From an optimization exercise on the open Yosys and OpenROAD flow, aimed at small area; shortcuts taken in it are not production practice. The RTL was checked by simulation tests, not by an equivalence proof against the original design.

## old
## inc_cond_mppt
module inc_cond_mppt (
    input wire clk,
    input wire reset,
    input wire start,
    input wire [15:0] voltage_in,
    input wire [15:0] current_in,
    output wire [15:0] duty_cycle,
    output reg mpp_found,
    output wire [15:0] power_out
);
    reg [7:0] duty_hi;    
    reg       duty_mid;   
    reg       duty_lo;    
    assign duty_cycle = {2'b00, duty_hi, {5{duty_mid}}, duty_lo};
    reg calc, upd;
    reg [15:0] v_prev, i_prev;
    always @(posedge clk) begin
        v_prev <= voltage_in;
        i_prev <= current_in;
    end
    wire [15:0] i_same = ~(current_in ^ i_prev);
    wire [15:0] v_same = ~(voltage_in ^ v_prev);
    wire i_eq = &i_same;
    wire [16:0] ic, vc;
    assign ic[0] = 1'b1;
    assign vc[0] = 1'b1;
    genvar q;
    generate for (q = 0; q < 16; q = q + 1) begin : g_cmp
        if (q % 2 == 0) begin : g_even
            assign ic[q+1] = ~(i_same[q] ? ic[q] : current_in[q]);
            assign vc[q+1] = ~(v_same[q] ? vc[q] : voltage_in[q]);
        end else begin : g_odd
            assign ic[q+1] = ~(i_same[q] ? ic[q] : i_prev[q]);
            assign vc[q+1] = ~(v_same[q] ? vc[q] : v_prev[q]);
        end
    end endgenerate
    wire i_ge = ic[16];
    wire v_ge = vc[16];
    wire up = ~(i_ge ^ v_ge);
    wire step = calc & ~i_eq;
    wire [7:0] m = ~(duty_hi ^ {8{up}});
    wire [8:0] t;
    assign t[0] = 1'b1;
    genvar k;
    generate for (k = 0; k < 8; k = k + 1) begin : g_t
        assign t[k+1] = t[k] & m[k];
    end endgenerate
    wire sat = t[8];                        
    wire lo_zero = (duty_hi == 8'd1) & ~duty_lo;  
    wire set_l = sat | (~up & lo_zero);
    always @(posedge clk or posedge reset) begin
        if (reset) begin
            calc <= 1'b0;
            upd <= 1'b0;
            duty_hi <= 8'h80;
            duty_mid <= 1'b0;
            duty_lo <= 1'b0;
            mpp_found <= 1'b0;
        end else begin
            calc <= ~calc & ~upd & start;
            upd <= calc;
            if (calc)
                mpp_found <= i_eq;
            if (step & ~sat)
                duty_hi <= duty_hi ^ t[7:0];
  ...
Size: ~5700 µm² of cells after synthesis.
==> flow/config.mk <==
export PLATFORM = sky130hd
export DESIGN_NAME = inc_cond_mppt
export DESIGN_NICKNAME = inc_cond_mppt
export VERILOG_FILES = /design/flow/design.v
export SDC_FILE = /design/flow/constraint.sdc
export NUM_CORES = 4
export LEC_CHECK = 0
export CAP_MARGIN = 20
export CORE_MARGIN = 2
export CORE_UTILIZATION = 40
export SLEW_MARGIN = 20
==> flow/constraint.sdc <==
create_clock -name core_clock -period 10.0 [get_ports {clk}]
set_input_delay 2.0000 -clock core_clock [delete_from_list [all_inputs] [get_ports {clk}]]
set_output_delay 2.0000 -clock core_clock [all_outputs]
set_load 0.01 [all_outputs]
standard.sh (not shown) runs the stock make flow with config.mk's settings and CLKGATE_MAP_FILE= SYNTH_SCRIPT=/design/flow/synth_recipe.tcl, a recipe that flattens the netlist after the stock synthesis.
==> flow/flow/run.sh <==
#!/bin/bash
# Layout flow: the standard ORFS flow, except that
#  - the cell modules of the RTL (mfa/mha adders, cx_a222oi selectors) are
#    mapped straight onto the sky130 cells (map.py), and Yosys's own
#    full-adder extraction is off (the design's adders are already explicit),
#  - ABC uses an area-oriented mapping script (abc.script), except for the
#    3a adder of the multiplier (module a3add), which is kept apart until
#    after mapping and mapped for delay (abc_a3.script),
#  - port buffers use the smallest buffer cell.
# Each tool's output goes to a log in this folder (make.log, orfs/logs/).
set -euo pipefail
W=$(pwd)
F=$W/flow
python3 $F/map.py $W/design.v $W/design_mapped.v
sed "s#^\(\s*\)log_cmd abc {\*}\$abc_args#\1log_cmd abc {*}[lreplace \$abc_args 1 1 $F/abc.script] $FLOW_TOP\n\1log_cmd abc {*}[lreplace \$abc_args 1 1 $F/abc_a3.script] a3add#" \
  $FLOW_HOME/scripts/synth.tcl > $W/flow_synth.tcl
grep -q "abc_a3.script" $W/flow_synth.tcl
sed "s#source \$::env(SCRIPTS_DIR)/synth.tcl#source $W/flow_synth.tcl#" $W/synth_recipe.tcl > $W/flow_synth_recipe.tcl
grep -q "flow_synth.tcl" $W/flow_synth_recipe.tcl
sed "s#^export VERILOG_FILES = .*#export VERILOG_FILES = $W/design_mapped.v#" $W/config.mk > $W/flow_config.mk
source $F/settings.sh
make -C $FLOW_HOME DESIGN_CONFIG=$W/flow_config.mk WORK_HOME=$W/orfs CLKGATE_MAP_FILE= \
  SYNTH_SCRIPT=$W/flow_synth_recipe.tcl ADDER_MAP_FILE= SYNTH_KEEP_MODULES=a3add \
  "${MAKE_ARGS[@]}" finish > $W/make.log 2>&1
: # left out here: write the final layout as DEF
==> flow/flow/abc.script <==
strash
dch -f
amap
topo
stime -c
Other scripts of this flow, unchanged in this note and not shown: flow/flow/abc_a3.script, flow/flow/map.py, flow/flow/place_pre.tcl, flow/flow/settings.sh
The inputs of new differ from those of old as listed below.
-- flow/flow/abc.script --
<<< old, line 3
amap
>>> new, line 3
map -a
strash
dch -f
map -a
Findings:
new against old: met2 layer wire length in the routed design has increased; number of signal-net buffers in the layout has increased; number of instances in the synthesized netlist has decreased; average detailed-routed wire length per instance has increased; total number of multi-input combinational cells has decreased.
Against old, via count in new fell by a few percent.
On proportion of cell area occupied by multi-input gates, the lower figure sits with new, not old.

---

== juniper ==
inc_cond_mppt, a different RTL version from the one above (not shown whole).
For scale: about 700 cells after synthesis, ~45 flip-flops, roughly 68 I/O pins, ~6300 µm² of cells after synthesis.
Settings: LEC_CHECK=0, CAP_MARGIN=20, CORE_MARGIN=2, CORE_UTILIZATION=40, SLEW_MARGIN=20; clock period 10.0 ns.
==> flow/flow/run.sh <==
#!/bin/bash
# Layout flow: the standard ORFS flow, except that
#  - the adder cells mfa/mha of the RTL are mapped straight onto the
#    sky130 full/half adder cells (map.py), and Yosys's own full-adder
#    extraction is off (the design's adders are already explicit),
#  - ABC uses an area-oriented mapping script (abc.script),
#  - port buffers use the smallest buffer cell.
# Each tool's output goes to a log in this folder (make.log, orfs/logs/).
set -euo pipefail
W=$(pwd)
F=$W/flow
python3 $F/map.py $W/design.v $W/design_mapped.v
sed "s#^\(\s*\)log_cmd abc {\*}\$abc_args#\1log_cmd abc {*}[lreplace \$abc_args 1 1 $F/abc.script]#" \
  $FLOW_HOME/scripts/synth.tcl > $W/flow_synth.tcl
grep -q "lreplace" $W/flow_synth.tcl
sed "s#source \$::env(SCRIPTS_DIR)/synth.tcl#source $W/flow_synth.tcl#" $W/synth_recipe.tcl > $W/flow_synth_recipe.tcl
grep -q "flow_synth.tcl" $W/flow_synth_recipe.tcl
sed "s#^export VERILOG_FILES = .*#export VERILOG_FILES = $W/design_mapped.v#" $W/config.mk > $W/flow_config.mk
source $F/settings.sh
make -C $FLOW_HOME DESIGN_CONFIG=$W/flow_config.mk WORK_HOME=$W/orfs CLKGATE_MAP_FILE= \
  SYNTH_SCRIPT=$W/flow_synth_recipe.tcl ADDER_MAP_FILE= \
  "${MAKE_ARGS[@]}" finish > $W/make.log 2>&1
: # left out here: write the final layout as DEF
==> flow/flow/abc.script <==
strash
dch -f
map -a
topo
stime -c
==> flow/flow/map.py <==
#!/usr/bin/env python3
# Replace the bodies of the adder modules mfa/mha with sky130 cells.
import re, sys
src = open(sys.argv[1]).read()
cells = {
    'mfa': "  sky130_fd_sc_hd__fa_1 u (.A(a), .B(b), .CIN(c), .SUM(s), .COUT(co));\n",
    'mha': "  sky130_fd_sc_hd__ha_1 u (.A(a), .B(b), .SUM(s), .COUT(co));\n",
}
def rep(m):
    name, ports = m.group(1), m.group(2)
    if name in cells:
        return f"module {name}({ports});\n{cells[name]}endmodule"
    return m.group(0)
out = re.sub(r"module\s+(\w+)\s*\(([^;]*?)\);(.*?)endmodule", rep, src, flags=re.S)
open(sys.argv[2], 'w').write(out)
==> flow/flow/place_pre.tcl <==
# Buffer every input and output port (as the standard flow does), with a
# buffer cell sized for each side: inputs drive many loads, outputs one pin.
buffer_ports -inputs -buffer_cell sky130_fd_sc_hd__buf_1
buffer_ports -outputs -buffer_cell sky130_fd_sc_hd__buf_1
==> flow/flow/settings.sh <==
MAKE_ARGS=(CAP_MARGIN=20 CORE_MARGIN=2 CORE_UTILIZATION=40 SLEW_MARGIN=20
DONT_BUFFER_PORTS=1 PRE_GLOBAL_PLACE_TCL=$F/place_pre.tcl
"MIN_BUF_CELL_AND_PORTS=sky130_fd_sc_hd__buf_1 A X"
"GPL_TIMING_DRIVEN=0"
"CTS_BUF_LIST=sky130_fd_sc_hd__clkbuf_8"
"SYNTH_INSBUF=0"
"SETUP_SLACK_MARGIN=-0.25"
)
Input-level comparison between violet and juniper:
==> flow/flow/settings.sh <==
MAKE_ARGS=(CAP_MARGIN=20 CORE_MARGIN=2 CORE_UTILIZATION=75 SLEW_MARGIN=20
DONT_BUFFER_PORTS=1 PRE_GLOBAL_PLACE_TCL=$F/place_pre.tcl
"MIN_BUF_CELL_AND_PORTS=sky130_fd_sc_hd__buf_1 A X"
"GPL_TIMING_DRIVEN=0"
"CTS_BUF_LIST=sky130_fd_sc_hd__clkbuf_8"
"SYNTH_INSBUF=0"
"SETUP_SLACK_MARGIN=-0.15"
)
[summary]
Setup slack: violet more than juniper
In violet relative to juniper, cell area had gone down slightly.
violet: clock buffer instance count of the final layout is 1 lower than what juniper reported.
Wire length on met2 shrinks slightly when moving from juniper to violet.
Between juniper and violet, the flow reports instance area at placement decreasing by a few percent.
Comparing violet against juniper, there is no change at all in hold-critical path depth.
Filler-free cell count of the finished design, juniper and violet: larger value in juniper
> inputs changed (violet -> harbor)
--- a/flow/flow/settings.sh
+++ b/flow/flow/settings.sh
@@ -1,2 +1,2 @@
-MAKE_ARGS=(CAP_MARGIN=20 CORE_MARGIN=2 CORE_UTILIZATION=75 SLEW_MARGIN=20
+MAKE_ARGS=(CAP_MARGIN=20 CORE_MARGIN=2 CORE_UTILIZATION=60 SLEW_MARGIN=20
 DONT_BUFFER_PORTS=1 PRE_GLOBAL_PLACE_TCL=$F/place_pre.tcl
==> comparison <==
For register fraction of the total cell area, violet and harbor come out practically identical.
On cell area, harbor and violet are basically level.
Number of rows created at floorplan in harbor vs violet: up 4
Row initial core utilization: harbor lower / violet higher
For the worst slew slack as a fraction of its limit, harbor came in 14 points lower than violet did.
When the final numbers for harbor and violet were put side by side, the combined global-route utilization of all metal layers turned out to be greater in violet.
harbor ends up with a global-route wire length before repair that is about 1.6% lower than in violet.
> inputs changed (harbor -> yarrow)
--- a/flow/flow/run.sh
+++ b/flow/flow/run.sh
@@ -21,3 +21,6 @@
   SYNTH_SCRIPT=$W/flow_synth_recipe.tcl ADDER_MAP_FILE= \
-  "${MAKE_ARGS[@]}" finish > $W/make.log 2>&1
+  "${MAKE_ARGS[@]}" SETUP_SLACK_MARGIN=$CTS_SETUP_MARGIN cts > $W/make.log 2>&1
+make -C $FLOW_HOME DESIGN_CONFIG=$W/flow_config.mk WORK_HOME=$W/orfs CLKGATE_MAP_FILE= \
+  SYNTH_SCRIPT=$W/flow_synth_recipe.tcl ADDER_MAP_FILE= \
+  "${MAKE_ARGS[@]}" SETUP_SLACK_MARGIN=$GRT_SETUP_MARGIN finish > $W/make_finish.log 2>&1
 : # left out here: write the final layout as DEF
==> flow/flow/settings.sh <==
MAKE_ARGS=(CAP_MARGIN=20 CORE_MARGIN=2 CORE_UTILIZATION=40 SLEW_MARGIN=20
DONT_BUFFER_PORTS=1 PRE_GLOBAL_PLACE_TCL=$F/place_pre.tcl
"MIN_BUF_CELL_AND_PORTS=sky130_fd_sc_hd__buf_1 A X"
"GPL_TIMING_DRIVEN=0"
"CTS_BUF_LIST=sky130_fd_sc_hd__clkbuf_8"
"SYNTH_INSBUF=0"
)
CTS_SETUP_MARGIN=-0
GRT_SETUP_MARGIN=-0.3
[summary]
Status | harbor and yarrow | clean
On multi-input combinational area share, the higher figure sits with harbor, not yarrow.
Between harbor and yarrow, the difference in sequential share of layout area is negligible.
Going from harbor to yarrow, delay contributed by the slowest stage of the critical path saw a decrease.
From harbor to yarrow, number of levels the H-tree was split into did not move at all.
Iteration count of the initial detailed-routing pass for yarrow: 1 down relative to harbor
yarrow vs. harbor: met2 track demand over resource in global routing shows a reduction of 16 points; total detailed-routing wirelength shows an increase of about 3%; via count shows a reduction of 139.
Relative to yarrow, the following input files were edited for willow:
--- a/flow/flow/run.sh
+++ b/flow/flow/run.sh
@@ -21,6 +21,3 @@
   SYNTH_SCRIPT=$W/flow_synth_recipe.tcl ADDER_MAP_FILE= \
-  "${MAKE_ARGS[@]}" SETUP_SLACK_MARGIN=$CTS_SETUP_MARGIN cts > $W/make.log 2>&1
-make -C $FLOW_HOME DESIGN_CONFIG=$W/flow_config.mk WORK_HOME=$W/orfs CLKGATE_MAP_FILE= \
-  SYNTH_SCRIPT=$W/flow_synth_recipe.tcl ADDER_MAP_FILE= \
-  "${MAKE_ARGS[@]}" SETUP_SLACK_MARGIN=$GRT_SETUP_MARGIN finish > $W/make_finish.log 2>&1
+  "${MAKE_ARGS[@]}" finish > $W/make.log 2>&1
 : # left out here: write the final layout as DEF
--- a/flow/flow/settings.sh
+++ b/flow/flow/settings.sh
@@ -6,4 +6,3 @@
 "SYNTH_INSBUF=0"
+"SETUP_SLACK_MARGIN=-0.15"
 )
-CTS_SETUP_MARGIN=-0
-GRT_SETUP_MARGIN=-0.3
### Flow results
Multi-input gate share of total cell area delta (yarrow -> willow): insignificant. Looking at willow and yarrow, the final cell count without fillers is a wash. A critical path's slowest cell of fa_1 is what yarrow shows, while a21oi_2 belongs to willow. The wire length on willow is in line with that on yarrow. Global routing usage summed across all routing layers across willow and yarrow: no real change. Diff yarrow -> willow | wire length of the first global-routing pass | down slightly. Between yarrow and willow, the post-route cell area does not differ in any meaningful way. | sequential share of layout area | yarrow vs willow | ≈ equal |.
#### Input delta (tundra over willow)
--- a/flow/flow/settings.sh
+++ b/flow/flow/settings.sh
@@ -4,3 +4,3 @@
 "GPL_TIMING_DRIVEN=0"
-"CTS_BUF_LIST=sky130_fd_sc_hd__clkbuf_8"
+"CTS_BUF_LIST=sky130_fd_sc_hd__clkbuf_4 sky130_fd_sc_hd__clkbuf_8"
 "SYNTH_INSBUF=0"
==> comparison <==
There was hardly any difference in layout overhead on the synthesized area between tundra and willow. The clock network area share of willow and that of tundra are within noise of each other. Going from willow to tundra, area of the core region stayed essentially flat. Number of non-clock buffers in the layout: tundra vs willow, no meaningful difference. Final area: willow vs tundra — no meaningful difference.

---

Another version of the RTL of inc_cond_mppt (not shown whole).
Size in the first run: ~45 flip-flops, ~68 I/O pins, about 6300 sq um of cells after synthesis.
Settings: LEC_CHECK=0, CAP_MARGIN=20, CORE_MARGIN=2, CORE_UTILIZATION=40, SLEW_MARGIN=20; clock period 10.0 ns.
==> flow/flow/run.sh <==
#!/bin/bash
# Layout flow: the standard ORFS flow, except that
#  - the adder cells mfa/mha of the RTL are mapped straight onto the
#    sky130 full/half adder cells (map.py), and Yosys's own full-adder
#    extraction is off (the design's adders are already explicit),
#  - ABC uses an area-oriented mapping script (abc.script),
#  - port buffers use the smallest buffer cell.
# Each tool's output goes to a log in this folder (make.log, orfs/logs/).
set -euo pipefail
W=$(pwd)
F=$W/flow
python3 $F/map.py $W/design.v $W/design_mapped.v
sed "s#^\(\s*\)log_cmd abc {\*}\$abc_args#\1log_cmd abc {*}[lreplace \$abc_args 1 1 $F/abc.script]#" \
  $FLOW_HOME/scripts/synth.tcl > $W/flow_synth.tcl
grep -q "lreplace" $W/flow_synth.tcl
sed "s#source \$::env(SCRIPTS_DIR)/synth.tcl#source $W/flow_synth.tcl#" $W/synth_recipe.tcl > $W/flow_synth_recipe.tcl
grep -q "flow_synth.tcl" $W/flow_synth_recipe.tcl
sed "s#^export VERILOG_FILES = .*#export VERILOG_FILES = $W/design_mapped.v#" $W/config.mk > $W/flow_config.mk
source $F/settings.sh
make -C $FLOW_HOME DESIGN_CONFIG=$W/flow_config.mk WORK_HOME=$W/orfs CLKGATE_MAP_FILE= \
  SYNTH_SCRIPT=$W/flow_synth_recipe.tcl ADDER_MAP_FILE= \
  "${MAKE_ARGS[@]}" finish > $W/make.log 2>&1
: # left out here: write the final layout as DEF
==> flow/flow/settings.sh <==
MAKE_ARGS=(CAP_MARGIN=20 CORE_MARGIN=2 CORE_UTILIZATION=40 SLEW_MARGIN=20
DONT_BUFFER_PORTS=1 PRE_GLOBAL_PLACE_TCL=$F/place_pre.tcl
"MIN_BUF_CELL_AND_PORTS=sky130_fd_sc_hd__buf_1 A X"
"GPL_TIMING_DRIVEN=0"
"CTS_BUF_LIST=sky130_fd_sc_hd__clkbuf_8"
"SYNTH_INSBUF=0"
)
Scripts as last shown in full above: flow/flow/abc.script, flow/flow/map.py, flow/flow/place_pre.tcl
The starting point completed with no timing, DRC or antenna violations.
Next try:
==> flow/flow/place_pre.tcl (replaced) <==
# Buffer every input and output port (as the standard flow does). Outputs
# drive one pin and a fixed load, so they get the smallest buffer; inputs
# get the smallest buffer too, except the multiplicand bits, which fan out
# to a whole column of Booth selectors and get a stronger one.
buffer_ports -inputs -buffer_cell sky130_fd_sc_hd__buf_1
buffer_ports -outputs -buffer_cell sky130_fd_sc_hd__buf_1
foreach inst [get_cells input*] {
  set net [get_full_name [get_nets -of_objects [get_pins [get_full_name $inst]/A]]]
  if { [string match "voltage_in*" $net] } {
    replace_cell $inst sky130_fd_sc_hd__buf_2
  }
}
--- a/flow/flow/settings.sh
+++ b/flow/flow/settings.sh
@@ -5,0 +6,2 @@
+"CTS_CLUSTER_SIZE=50"
+"CTS_CLUSTER_DIAMETER=200"
=>
- The changed run went through all stages and came out clean
- synthesized cell count does not change
- sequential share of layout area stays flat
- clock skew shrinks by 4.1 ps
Next try:
==> flow/flow/place_pre.tcl (replaced) <==
# Buffer every input and output port (as the standard flow does), with a
# buffer cell sized for each side: inputs drive many loads, outputs one pin.
buffer_ports -inputs -buffer_cell sky130_fd_sc_hd__buf_1
buffer_ports -outputs -buffer_cell sky130_fd_sc_hd__buf_1
--- a/flow/flow/settings.sh
+++ b/flow/flow/settings.sh
@@ -5,3 +5 @@
-"CTS_BUF_LIST=sky130_fd_sc_hd__clkbuf_8"
-"CTS_CLUSTER_SIZE=50"
-"CTS_CLUSTER_DIAMETER=200"
+"CTS_ARGS=-sink_clustering_enable -repair_clock_nets -sink_clustering_size 50 -sink_clustering_max_diameter 500 -buf_list sky130_fd_sc_hd__clkbuf_16 -root_buf sky130_fd_sc_hd__clkbuf_16"
Outcome:
- The new run finished with timing, DRC and antenna clean
- sequential share of layout area stays flat
- utilization is about the same
Next try:
==> flow/flow/abc.script (replaced) <==
strash
dch
map -a
topo
stime -c
==> flow/flow/settings.sh (replaced) <==
MAKE_ARGS=(CAP_MARGIN=20 CORE_MARGIN=2 CORE_UTILIZATION=40 SLEW_MARGIN=20
DONT_BUFFER_PORTS=1 PRE_GLOBAL_PLACE_TCL=$F/place_pre.tcl
"MIN_BUF_CELL_AND_PORTS=sky130_fd_sc_hd__buf_1 A X"
"GPL_TIMING_DRIVEN=0"
"CTS_BUF_LIST=sky130_fd_sc_hd__clkbuf_8"
"SYNTH_INSBUF=0"
)
Wire length rose slightly.
Via count rose by a few percent.
Core utilization is about the same.
Setup slack gains 130 ps.
Area after synthesis rose slightly.
Clock-buffer cell count fell by 1.
Hold slack gains 3.5 ps.
Synthesized cell count rose by a few percent.

==> afterwards: timing with drivers on the ports <==
No port has a modelled driver above. Below, the same layouts with a new extraction and two added sets of constraints.
Step 1 assumes that a clkbuf_16 drives the clock port and a buf_2 every other input.
Step 2, shift: input delay + t, output delay - t, t = (earliest + latest rising clock arrival at the registers) / 2. This alone moves slack from input paths to output paths.
a / b / c = ideal ports / drivers / drivers and shift; a / b = the first two.
| run | t, ns | setup slack, ns | worst register clock-pin slew, ns |
|---|---|---|---|
| old | 0.338 | 0.256 / 0.232 / 0.232 | 0.10 / 0.10 |
| new | 0.333 | 0.160 / 0.138 / 0.138 | 0.09 / 0.09 |
| juniper | 0.317 | 0.128 / 0.099 / 0.099 | 0.08 / 0.08 |
| violet | 0.322 | 0.159 / 0.136 / 0.136 | 0.08 / 0.08 |
| harbor | 0.328 | 0.238 / 0.215 / 0.215 | 0.09 / 0.09 |
| yarrow | 0.318 | 0.133 / 0.108 / 0.108 | 0.08 / 0.08 |
| willow | 0.317 | 0.214 / 0.185 / 0.185 | 0.08 / 0.08 |
| tundra | 0.317 | 0.214 / 0.185 / 0.185 | 0.08 / 0.08 |
| the first run of note 3 | 0.321 | 0.405 / 0.374 / 0.263 | 0.09 / 0.09 |
| the second run of note 3 | 0.323 | 0.327 / 0.296 / 0.291 | 0.09 / 0.09 |
| the third run of note 3 | 0.311 | 0.347 / 0.325 / 0.325 | 0.06 / 0.06 |
| the fourth run of note 3 | 0.321 | 0.475 / 0.443 / 0.443 | 0.08 / 0.08 |
After both steps setup and hold are still met in every run listed. The setup slack of the first run of note 3, which loses most, moves by -0.031 ns with the drivers and by -0.142 ns with both steps.
